Context: an optimization exercise on an open-source flow, tuned for small area and a short achievable clock period. The choices shown serve that exercise and are no tape-out recipe. Where RTL was checked, it was by simulation tests only, not by an equivalence proof against the original. The clock port is modelled as an ideal driver, which makes a skipped or thinned clock tree look cheaper than it is; a real chip needs a root buffer or a tree.

== north ==
==> flow/design.v (excerpt) <==
module uart_circle_area (
  input         clock,
  input         reset,
  input         rx_i,
  output [7:0]  rx_data,
  output [31:0] area_o,
  output reg    rx_data_valid,
  output reg    rx_error
);
Settings: LEC_CHECK=0, ABC_AREA=1, CAP_MARGIN=20, CORE_MARGIN=2, CORE_UTILIZATION=40, SLEW_MARGIN=20, SYNTH_HIERARCHICAL=1; clock period 24.0 ns.
standard.sh (not shown) runs the stock make flow with config.mk's settings and CLKGATE_MAP_FILE= SYNTH_SCRIPT=/design/flow/synth_recipe.tcl, a recipe that flattens the netlist after the stock synthesis.
==> flow/flow/run.sh <==
#!/bin/bash
# The standard layout (the standard.sh: unchanged synthesis and steps) with
# these differences:
# - the port buffers that global placement puts on every input and output are
#   sky130_fd_sc_hd__buf_1 instead of the resizer's pick;
# - the tie-low cell that synthesis makes is not split into one cell per load
#   (SKIP_REPAIR_TIE_FANOUT), so the constant outputs share it;
# - after CTS, nbuf.tcl replaces the clock tree by 3 clkbuf_8 buffers, each fed
#   by the clock port and driving one placement cluster of the 34 flip-flops;
#   then the standard steps go on from global routing. The buffers are alike
#   and so are their loads, so all flip-flops see about the same clock arrival.
cp standard.sh standard.sh.txt
export BUFFER_PORTS_ARGS="-buffer_cell sky130_fd_sc_hd__buf_1"
export CTS_ARGS="-sink_clustering_enable -repair_clock_nets -buf_list sky130_fd_sc_hd__clkbuf_8 -root_buf sky130_fd_sc_hd__clkbuf_8 -dont_use_dummy_load"
export SKIP_REPAIR_TIE_FANOUT=1
bash standard.sh cts > standard_cts.log 2>&1
RES_DIR=orfs/results/sky130hd/uart_circle_area/base CLK_NET=clock NBUF=3 CLKBUF=sky130_fd_sc_hd__clkbuf_8 \
  openroad -no_init -exit flow/nbuf.tcl > nbuf.log 2>&1
bash standard.sh > standard.log 2>&1
Other scripts of this flow, unchanged in this note and not shown: flow/flow/nbuf.tcl
For south, these inputs were changed with respect to north:
diff --git a/flow/design.v b/flow/design.v
--- a/flow/design.v
+++ b/flow/design.v
@@ -6,32 +6,33 @@
   output [31:0] area_o,
   output reg    rx_data_valid,
   output reg    rx_error
 );
   localparam IDLE = 4'b0000, CHECK_STOP = 4'b0001, ERROR = 4'b0010;
   reg [3:0]  state;
   reg [7:0]  shift;
   reg [17:0] acc;
-  reg        vgn;
+  reg [1:0]  vg;
   wire       in_data = state[3];
   wire [2:0] cnt     = state[2:0];
   wire       in_cs   = (state == CHECK_STOP);
   wire       in_idle = (state == IDLE);
   always @(posedge clock) begin
     if (reset) begin
       state <= IDLE;
       shift <= 8'd0;
       rx_data_valid <= 1'b0;
-      vgn <= 1'b1;
+      vg <= 2'b00;
       rx_error <= 1'b0;
     end else begin
       rx_error <= (state == ERROR);
       rx_data_valid <= in_cs ? rx_i : (in_idle & rx_data_valid);
-      vgn <= in_cs ? ~rx_i : (~in_idle | vgn);
+      vg[0] <= in_cs ? rx_i : (in_idle & vg[0]);
+      vg[1] <= in_cs ? rx_i : (in_idle & vg[1]);
       if (in_data) begin
         shift <= {rx_i, shift[7:1]};
         state <= (cnt == 3'd7) ? CHECK_STOP : state + 4'd1;
       end else if (in_cs) begin
         state <= rx_i ? IDLE : ERROR;
       end else if (in_idle) begin
         if (!rx_i) state <= 4'b1000;
       end else begin
@@ -151,29 +152,29 @@
   wire s91, c92;
   kmul_fa u_s91 (.a(~s[12]), .b(s49), .ci(c48), .s(s91), .co(c92));
   wire s93, c94;
   kmul_fa u_s93 (.a(~s[13]), .b(s[11]), .ci(c50), .s(s93), .co(c94));
   wire s95 = s[14] ^ s[12];
   wire c96 = ~s[14] & s[12];
   wire s97 = s[15] ^ s[13];
   wire c98 = ~s[15] & s[13];
-  wire p99 = ~s53 | c52;
+  wire p99 = s53 ^ c52;
   wire g100 = ~s53 & c52;
-  wire p101 = s55 | c54;
+  wire p101 = s55 ^ c54;
   wire g102 = s55 & c54;
-  wire p103 = s57 | c56;
+  wire p103 = s57 ^ c56;
   wire g104 = s57 & c56;
-  wire p105 = s59 | c58;
+  wire p105 = s59 ^ c58;
   wire g106 = s59 & c58;
-  wire p107 = s61 | c60;
+  wire p107 = s61 ^ c60;
   wire g108 = s61 & c60;
-  wire p109 = s63 | c62;
+  wire p109 = s63 ^ c62;
   wire g110 = s63 & c62;
-  wire p111 = s65 | c64;
+  wire p111 = s65 ^ c64;
   wire g112 = s65 & c64;
   wire p113 = s67 ^ c66;
   wire g114 = s67 & c66;
   wire p115 = s69 ^ c68;
   wire g116 = s69 & c68;
   wire p117 = s71 ^ c70;
   wire g118 = s71 & c70;
   wire p119 = s73 ^ c72;
@@ -203,17 +204,17 @@
   wire p143 = s97 ^ c96;
   wire g144 = ~s97 & c96;
   wire p145 = s[14] ^ c98;
   wire g146 = ~s[14] & c98;
   wire p147 = s[15] ^ s[14];
   wire g148 = ~s[15] & s[14];
   wire G149 = ~s[10] & ~s[9];
   wire G150 = s51 | (~s51 & G149);
-  wire G151 = g100 | (p99 & G150);
+  wire G151 = g100 | (~p99 & G150);
   wire G152 = g102 | (p101 & G151);
   wire G153 = g104 | (p103 & G152);
   wire G154 = g106 | (p105 & G153);
   wire G155 = g108 | (p107 & G154);
   wire G156 = g110 | (p109 & G155);
   wire G157 = g112 | (p111 & G156);
   wire G158 = g114 | (p113 & G157);
   wire G159 = g116 | (p115 & G158);
@@ -269,21 +270,21 @@
   wire x209 = p135 ^ G194;
   wire x210 = p137 ^ G189;
   wire x211 = p139 ^ G195;
   wire x212 = ~p141 ^ G187;
   wire x213 = ~p143 ^ G196;
   wire x214 = ~p145 ^ G190;
   wire x215 = ~p147 ^ G197;
   assign area = {x215, x214, x213, x212, x211, x210, x209, x208, x207, x206, x205, x204, x203, x202, x201, x200, x199, x198};
-  wire [17:0] keep = in_cs ? ~area : acc;
+  wire [17:0] keep = in_cs ? area : acc;
   wire [8:0]  hi0  = in_data ? {2'b00, ahi} : keep[17:9];
   wire [8:0]  lo   = in_data ? acc[10:2] : keep[8:0];
   wire        take = in_data & rx_i;
   always @(posedge clock)
     acc <= {take ? sum : hi0, lo};
   assign rx_data = shift;
-  assign area_o  = {14'd0, ~(acc | {18{vgn}})};
+  assign area_o  = {14'd0, acc & {{6{rx_data_valid}}, {6{vg[1]}}, {6{vg[0]}}}};
 endmodule
 module kmul_fa(input a, input b, input ci, output s, output co);
   assign s  = a ^ b ^ ci;
   assign co = (a & b) | (a & ci) | (b & ci);
 endmodule
- Taking north as the reference, in south final worst setup slack went up 110 ps, final critical-path required period went down 110 ps.
- In the metrics for south and north, the one carrying the lower overall die area is south.
- Taking south as 1.0, north lands at 1.06 on placed wire-length estimate after detailed placement.
- Of the two values seen for start point of the critical path, acc[11] was produced by south and vgn by north.
- south vs north — final cycle utilization of the critical path dropped 0.45 points.
- north ended up with area_o[13] as its timing endpoint of the critical path; south ended up with area_o[11].
- Area after synthesis sits lower in south than in north.
- Compared with north, final sequential cell count in south increased by a few percent.
- south | status: complete | timing, DRC, antenna: pass
- Comparing south and north, the higher number of distinct standard cells referenced by the synthesized netlist was measured on north.
- Comparing south and north, the higher maximum frequency is on south.
No functional check of the RTL was part of north.

* * *

== job 8919 ==
Another version of the RTL of uart_circle_area (not shown whole).
Size: roughly 32 flip-flops, ~45 I/O pins, roughly 0.0035 sq mm of cells after synthesis.
Settings: LEC_CHECK=0, ABC_AREA=1, CAP_MARGIN=20, CORE_MARGIN=2, CORE_UTILIZATION=40, SLEW_MARGIN=20, SYNTH_HIERARCHICAL=1; clock period 24.0 ns.
Scripts as last shown in full above: flow/flow/run.sh
Other scripts of this flow, unchanged in this note and not shown: flow/flow/nbuf.tcl
Job 8919 finished end to end and its layout was clean on timing, DRC and antenna.
The following lists how job 2448 was set up differently from job 8919:
diff --git a/flow/design.v b/flow/design.v
--- a/flow/design.v
+++ b/flow/design.v
@@ -1,47 +1,50 @@
 module uart_circle_area (
   input         clock,
   input         reset,
   input         rx_i,
   output [7:0]  rx_data,
   output [31:0] area_o,
   output reg    rx_data_valid,
-  output reg    rx_error
+  output        rx_error
 );
-  localparam IDLE = 4'b0000, CHECK_STOP = 4'b0001, ERROR = 4'b0010;
+  localparam IDLE = 4'b0000, IDLE_E = 4'b0100, CHECK_STOP = 4'b0001,
+             ERROR = 4'b0010, ERROR_E = 4'b0011;
   reg [3:0]  state;
   reg [7:0]  shift;
   reg [17:0] acc;
+  reg [1:0]  vgn;
   wire       in_data = state[3];
   wire [2:0] cnt     = state[2:0];
   wire       in_cs   = (state == CHECK_STOP);
-  wire       in_idle = (state == IDLE);
+  wire       in_idle = (state == IDLE) | (state == IDLE_E);
   always @(posedge clock) begin
     if (reset) begin
       state <= IDLE;
       shift <= 8'd0;
       rx_data_valid <= 1'b0;
-      rx_error <= 1'b0;
+      vgn <= 2'b11;
     end else begin
-      rx_error <= (state == ERROR);
       rx_data_valid <= in_cs ? rx_i : (in_idle & rx_data_valid);
+      vgn[0] <= in_cs ? ~rx_i : (~in_idle | vgn[0]);
+      vgn[1] <= in_cs ? ~rx_i : (~in_idle | vgn[1]);
       if (in_data) begin
         shift <= {rx_i, shift[7:1]};
         state <= (cnt == 3'd7) ? CHECK_STOP : state + 4'd1;
       end else if (in_cs) begin
         state <= rx_i ? IDLE : ERROR;
       end else if (in_idle) begin
-        if (!rx_i) state <= 4'b1000;
+        state <= rx_i ? IDLE : 4'b1000;
       end else begin
-        if (rx_i) state <= IDLE;
+        state <= rx_i ? IDLE_E : ERROR_E;
       end
     end
   end
   wire [7:0] mask = {cnt != 3'd0, cnt > 3'd1, cnt > 3'd2, cnt > 3'd3,
                      cnt > 3'd4, cnt > 3'd5, cnt > 3'd6, 1'b0};
   wire [7:0] sp   = shift & mask;
   wire [6:0] ahi  = (cnt == 3'd0) ? 7'd0 : acc[17:11];
   wire [8:0] sum;
   wire [8:2] sc;
   assign sum[0] = ahi[0];
   assign sum[1] = ahi[1] ^ sp[1];
   assign sc[2]  = ahi[1] & sp[1];
@@ -269,18 +272,19 @@
   wire x212 = ~p141 ^ G187;
   wire x213 = ~p143 ^ G196;
   wire x214 = ~p145 ^ G190;
   wire x215 = ~p147 ^ G197;
   assign area = {x215, x214, x213, x212, x211, x210, x209, x208, x207, x206, x205, x204, x203, x202, x201, x200, x199, x198};
   wire [17:0] keep = in_cs ? ~area : acc;
   wire [8:0]  hi0  = in_data ? {2'b00, ahi} : keep[17:9];
   wire [8:0]  lo   = in_data ? acc[10:2] : keep[8:0];
   wire        take = in_data & rx_i;
   always @(posedge clock)
     acc <= {take ? sum : hi0, lo};
   assign rx_data = shift;
-  assign area_o  = {14'd0, ~(acc | {18{~rx_data_valid}})};
+  assign rx_error = (state == ERROR_E) | (state == IDLE_E);
+  assign area_o  = {14'd0, ~(acc | {{6{~rx_data_valid}}, {6{vgn[1]}}, {6{vgn[0]}}})};
 endmodule
 module kmul_fa(input a, input b, input ci, output s, output co);
   assign s  = a ^ b ^ ci;
   assign co = (a & b) | (a & ci) | (b & ci);
 endmodule
==> comparison <==
Sort job 8919 and job 2448 by critical path depth, ascending, and job 8919 comes first. Relative to job 8919, area of all placed cells without fillers has increased by about 1.8% in job 2448. Looking only at number of non-clock inverters in the layout, and setting everything else aside, the higher value of job 8919 and job 2448 goes to job 2448. Worst hold slack across all endpoints down 23 ps in job 2448 wrt job 8919. Going from job 8919 to job 2448, mean number of vias per cell shrank by a few percent.
No run of this note included a check of the RTL's function; only the layout flow was run.

* * *

== run A ==
Another version of the RTL of uart_circle_area (not shown whole).
Size: about 34 flip-flops, ~45 I/O pins.
clock: 24.0 ns
lec_check: 0
abc_area: 1
cap_margin: 20
core_margin: 2
core_utilization: 40
slew_margin: 20
synth_hierarchical: 1
Scripts as last shown in full above: flow/flow/run.sh
Other scripts of this flow, unchanged in this note and not shown: flow/flow/nbuf.tcl
diff inputs: run A => run B
--- a/flow/design.v
+++ b/flow/design.v
@@ -2,44 +2,42 @@
   input         clock,
   input         reset,
   input         rx_i,
   output [7:0]  rx_data,
   output [31:0] area_o,
   output reg    rx_data_valid,
-  output reg    rx_error
+  output        rx_error
 );
-  localparam IDLE = 4'b0000, CHECK_STOP = 4'b0001, ERROR = 4'b0010;
+  localparam IDLE = 4'b0000, IDLE_E = 4'b0100, CHECK_STOP = 4'b0001,
+             ERROR = 4'b0010, ERROR_E = 4'b0011;
   reg [3:0]  state;
   reg [7:0]  shift;
   reg [17:0] acc;
-  reg [1:0]  vgn;
+  reg        vgn;
   wire       in_data = state[3];
   wire [2:0] cnt     = state[2:0];
   wire       in_cs   = (state == CHECK_STOP);
-  wire       in_idle = (state == IDLE);
+  wire       in_idle = (state == IDLE) | (state == IDLE_E);
   always @(posedge clock) begin
     if (reset) begin
       state <= IDLE;
       shift <= 8'd0;
       rx_data_valid <= 1'b0;
-      vgn <= 2'b11;
-      rx_error <= 1'b0;
+      vgn <= 1'b1;
     end else begin
-      rx_error <= (state == ERROR);
       rx_data_valid <= in_cs ? rx_i : (in_idle & rx_data_valid);
-      vgn[0] <= in_cs ? ~rx_i : (~in_idle | vgn[0]);
-      vgn[1] <= in_cs ? ~rx_i : (~in_idle | vgn[1]);
+      vgn <= in_cs ? ~rx_i : (~in_idle | vgn);
       if (in_data) begin
         shift <= {rx_i, shift[7:1]};
         state <= (cnt == 3'd7) ? CHECK_STOP : state + 4'd1;
       end else if (in_cs) begin
         state <= rx_i ? IDLE : ERROR;
       end else if (in_idle) begin
-        if (!rx_i) state <= 4'b1000;
+        state <= rx_i ? IDLE : 4'b1000;
       end else begin
-        if (rx_i) state <= IDLE;
+        state <= rx_i ? IDLE_E : ERROR_E;
       end
     end
   end
   wire [7:0] mask = {cnt != 3'd0, cnt > 3'd1, cnt > 3'd2, cnt > 3'd3,
                      cnt > 3'd4, cnt > 3'd5, cnt > 3'd6, 1'b0};
   wire [7:0] sp   = shift & mask;
@@ -279,12 +277,13 @@
   wire [8:0]  hi0  = in_data ? {2'b00, ahi} : keep[17:9];
   wire [8:0]  lo   = in_data ? acc[10:2] : keep[8:0];
   wire        take = in_data & rx_i;
   always @(posedge clock)
     acc <= {take ? sum : hi0, lo};
   assign rx_data = shift;
-  assign area_o  = {14'd0, ~(acc | {{6{~rx_data_valid}}, {6{vgn[1]}}, {6{vgn[0]}}})};
+  assign rx_error = (state == ERROR_E) | (state == IDLE_E);
+  assign area_o  = {14'd0, ~(acc | {18{vgn}})};
 endmodule
 module kmul_fa(input a, input b, input ci, output s, output co);
   assign s  = a ^ b ^ ci;
   assign co = (a & b) | (a & ci) | (b & ci);
 endmodule
==> notes.md <==
For the share of the final layout cell area in sequential cells, run B came in 0.90 points lower than run A did. From run B to run A, post-detailed-route count of antenna-violating nets did not move at all. Comparing routing usage on met2 for run A and run B, the bigger number came from run A. Row smallest setup slack after layout: run B lower / run A higher. In the reports for run A and run B, the larger fraction of final layout cells with drive strength greater than 1 belongs to run B. Startpoint of the most critical setup path: acc[16] -> run A, state[3] -> run B. In the metrics for run A and run B, the one carrying the higher met1 usage in global routing is run B.
Function was not checked in any run of this note: the RTL went through the layout flow alone.

## static timing again, ports no longer ideal
How much do the figures lean on ideal ports? The routed layouts below were timed once more, with nothing changed but the port constraints. Step 1 (the two cells are an assumption about what drives the block):
set clk [get_ports {clock}]
set_driving_cell -lib_cell sky130_fd_sc_hd__clkbuf_16 $clk
set_driving_cell -lib_cell sky130_fd_sc_hd__buf_2 [delete_from_list [all_inputs] $clk]
Step 2 adds t to the input delays and takes it off the output delays; t is the mean of the earliest and latest rising clock arrival at the registers after step 1. Input paths then give back, and output paths get back, about the clock's delay inside the block. Slacks: ideal ports / drivers / drivers and shift; pairs: ideal ports / drivers.
run	t (ns)	setup WS [ns]	worst hold slack (ns)
north	0.194	17.986 / 17.933 / 18.127	0.466 / 0.466 / 0.466
south	0.191	18.093 / 18.039 / 18.115	0.473 / 0.473 / 0.473
job 8919	0.189	17.922 / 17.870 / 18.059	0.512 / 0.512 / 0.512
job 2448	0.185	17.710 / 17.659 / 17.844	0.490 / 0.490 / 0.490
run A	0.195	18.068 / 18.016 / 18.169	0.520 / 0.520 / 0.520
run B	0.183	17.418 / 17.372 / 17.555	0.472 / 0.472 / 0.472
After both steps setup and hold are still met in every run listed.
